This design comes from an exercise in tuning for small area, a short achievable clock period and few clock cycles per item on the open sky130 flow, not from production work. Only simulation tests tie the RTL to the original design; equivalence was not proved.

==> flow/design.v (excerpt) <==
module tv_div (
    input  logic        clk,
    input  logic        rst_n,
    input  logic        start,          
    input  logic        op_unsigned,    
    input  logic        op_rem,         
    input  logic [31:0] dividend,
    input  logic [31:0] divisor,
    output logic        busy,
    output logic        result_valid,
    output logic [31:0] result
);
clock: 7.5 ns
lec_check: 0
abc_area: 1
cap_margin: 20
core_margin: 2
core_utilization: 40
setup_slack_margin: 2.5
slew_margin: 20
standard.sh (not shown) runs the stock make flow with config.mk's settings and CLKGATE_MAP_FILE= SYNTH_SCRIPT=/design/flow/synth_recipe.tcl, a recipe that flattens the netlist after the stock synthesis.
==> flow/flow/run.sh <==
#!/bin/bash
# The standard layout, with the port buffers made of plain buffers (buf_2) instead of the
# default delay-buffer cell, and the resizer free to pick any cell footprint.
set -euo pipefail
bash standard.sh BUFFER_PORTS_ARGS="-buffer_cell sky130_fd_sc_hd__buf_2" MATCH_CELL_FOOTPRINT=0 finish > make_finish.log 2>&1
The starting point went through all stages and came out clean.
Testbench counts at the start, summed over its fixed seeds: cycles 10,373, divides 2,400.
==> next run, changes <==
--- a/flow/config.mk
+++ b/flow/config.mk
@@ -7,7 +7,7 @@
 export LEC_CHECK = 0
 export ABC_AREA = 1
-export CAP_MARGIN = 20
+export CAP_MARGIN = 0
 export CORE_MARGIN = 2
 export CORE_UTILIZATION = 40
-export SETUP_SLACK_MARGIN = 2.5
-export SLEW_MARGIN = 20
+export SETUP_SLACK_MARGIN = 3.0
+export SLEW_MARGIN = 0
Clock skew hardly moves.
Count of clock-buffer cells in the layout stays the same.
Via count goes up by 2.0%.
Die area does not change.
Sequential share of layout area came out lower by 0.69 points.
Non-clock buffer count went up by 41.
Critical path depth increases by 5.
Wire length rose by 3.0%.
Worst setup slack is better by 0.33 ns.
Worst hold slack barely changes.
Synthesized area stays the same.
==> next run, changes <==
--- a/flow/config.mk
+++ b/flow/config.mk
@@ -7,7 +7,7 @@
 export LEC_CHECK = 0
 export ABC_AREA = 1
-export CAP_MARGIN = 0
+export CAP_MARGIN = 20
 export CORE_MARGIN = 2
 export CORE_UTILIZATION = 40
-export SETUP_SLACK_MARGIN = 3.0
-export SLEW_MARGIN = 0
+export SETUP_SLACK_MARGIN = 2.0
+export SLEW_MARGIN = 20
- The new run ran to the end with no violations
- worst hold slack got worse by 0.0032 ns
- wire length goes down by 4.4%
- design area went down by 11%
- via count went down by 3.6%
==> next run, changes <==
--- a/flow/config.mk
+++ b/flow/config.mk
@@ -10,4 +10,5 @@
 export CORE_MARGIN = 2
 export CORE_UTILIZATION = 40
-export SETUP_SLACK_MARGIN = 2.0
+export SETUP_SLACK_MARGIN = 3.0
 export SLEW_MARGIN = 20
+export TNS_END_PERCENT = 10
- worst setup slack gains 0.70 ns
- global-route usage came out higher by 1.1 points
- worst hold slack is about the same
- cell count climbs by 2.5%
- sequential share of layout area shrinks by 1.0 points
- utilization increases by 5.8 points
- clock skew is higher by 0.0044 ns

* * *

tv_div, a different RTL version from the one above (not shown whole).
For scale: roughly 1700 cells after synthesis, roughly 0.012 mm² of cells after synthesis.
clock: 7.5 ns
lec_check: 0
cap_margin: 20
core_margin: 2
core_utilization: 40
setup_slack_margin: 3.5
slew_margin: 20
run.sh (not shown) runs the stock make flow with config.mk's settings and CLKGATE_MAP_FILE= SYNTH_SCRIPT=/design/flow/synth_recipe.tcl, a recipe that flattens the netlist after the stock synthesis.
Stock flow here: none of the scripts above is used.
Testbench counts at the start, summed over its fixed seeds: cycles 10,373, divides 2,400.
Change:
Settings changed: SETUP_SLACK_MARGIN 3.5 to unset.
Result:
- The changed run completed with no timing, DRC or antenna violations
- critical path depth does not change
- final area came out lower by 18%
- setup slack is worse by 1.0 ns
Change:
Settings changed: ABC_AREA set to 1, SETUP_SLACK_MARGIN set to 3.5.
Global-route usage is higher by 1.2 points.
Cell area rises by 14%.

* * *

## P
tv_div, a different RTL version from the one above (not shown whole).
For scale: roughly 1700 cells after synthesis, ~110 flip-flops, roughly 100 I/O pins, about 12000 um^2 of cells after synthesis.
// tv_div
module tv_div (
    input  logic        clk,
    input  logic        rst_n,
    input  logic        start,          
    input  logic        op_unsigned,    
    input  logic        op_rem,         
    input  logic [31:0] dividend,
    input  logic [31:0] divisor,
    output logic        busy,
    output logic        result_valid,
    output logic [31:0] result
);
export LEC_CHECK = 0
export CAP_MARGIN = 20
export CORE_MARGIN = 2
export CORE_UTILIZATION = 40
export GPL_ROUTABILITY_DRIVEN = 0
export SETUP_SLACK_MARGIN = 2.5
export SLEW_MARGIN = 20
create_clock -name core_clock -period 7.5 [get_ports {clk}]
standard.sh (not shown) runs the stock make flow with config.mk's settings and CLKGATE_MAP_FILE= SYNTH_SCRIPT=/design/flow/synth_recipe.tcl, a recipe that flattens the netlist after the stock synthesis.
==> flow/flow/run.sh <==
#!/bin/bash
# The standard layout, with the port buffers made of plain buffers (buf_1) instead of the
# default delay-buffer cell, and the resizer free to pick any cell footprint.
set -euo pipefail
bash standard.sh BUFFER_PORTS_ARGS="-buffer_cell sky130_fd_sc_hd__buf_1" MATCH_CELL_FOOTPRINT=0 finish > make_finish.log 2>&1
Testbench counts of P, summed over its fixed seeds: cycles 10,379, divides 2,400.
Changes in Q relative to P:
Settings: setting PLACE_DENSITY to 0.5 for the first time; setting ABC_AREA to 1 for the first time.
## What came out
- Looking at the reports, Q completed the entire flow and the layout it produced met the timing, design-rule and antenna checks.
- Q ended up with a higher number of combinational gates with multiple inputs than P did.
- Delta (Q minus P): setup slack increased 1.12 ns; sequential share of layout area increased 1.1 points.
Modified inputs, R compared to Q
Settings: PLACE_DENSITY removed (was 0.5); SETUP_SLACK_MARGIN changed from 2.5 to 2.3.
==> run notes <==
- Looking at via count normalized by instance count, R sits 1.6% higher than Q does.
- Q reports its worst setup path endpoint as r[22] while R reports r[17].
- Placed instance count across R and Q: no real change.
Inputs modified between R and S:
Settings: swapping 2.3 for 2.8 in SETUP_SLACK_MARGIN.
==> flow/flow/run.sh <==
#!/bin/bash
# The standard layout, with the port buffers made of plain buffers (buf_2) instead of the
# default delay-buffer cell, and the resizer free to pick any cell footprint.
set -euo pipefail
bash standard.sh BUFFER_PORTS_ARGS="-buffer_cell sky130_fd_sc_hd__buf_2" MATCH_CELL_FOOTPRINT=0 finish > make_finish.log 2>&1
Findings:
Lower minimum hold slack goes to S over R. Looking at post-layout minimum cycle time across S and R, the one that comes out lower is S. [S vs R] number of violations reported at the end of detailed-routing iteration 0: higher in S. Re initial antenna violation count: R was lower than S. S against R: number of placed cells counting well taps comparable, met1 capacity usage during global routing now larger, fraction of the cycle the final worst path needs now smaller.

-- separate check: timing with driven ports --
The results above use ideal ports. As a check the final layouts listed here were re-extracted and re-timed, cells and wires unchanged.
Step 1 assumes that a clkbuf_16 drives the clock port and a buf_2 every other input.
Step 2 moves the port delays by t, midway between the first and last clock arrival at a register: inputs arrive t later, outputs are due t later. That takes back most of the time a late clock gives input paths.
Three values: no drivers, after step 1, after step 2; two values: the first two.
run | t, ns | slack for setup (ns) | worst data-port slew with drivers (ns)
the first run of note 1 | 0.446 | 2.674 / 2.674 / 2.674 | 0.07
the second run of note 1 | 0.442 | 3.008 / 3.008 / 3.008 | 0.07
the third run of note 1 | 0.443 | 2.294 / 2.294 / 2.294 | 0.07
the fourth run of note 1 | 0.441 | 2.990 / 2.970 / 2.990 | 0.07
the first run of note 2 | 0.413 | 1.465 / 1.465 / 1.465 | 0.07
the second run of note 2 | 0.409 | 0.462 / 0.462 / 0.462 | 0.07
the third run of note 2 | 0.410 | 1.725 / 1.725 / 1.725 | 0.04
P | 0.416 | 1.557 / 1.557 / 1.557 | 0.05
Q | 0.435 | 2.678 / 2.678 / 2.678 | 0.08
R | 0.428 | 2.448 / 2.448 / 2.448 | 0.07
S | 0.421 | 2.733 / 2.733 / 2.733 | 0.07
After both steps setup and hold are still met in every run listed.
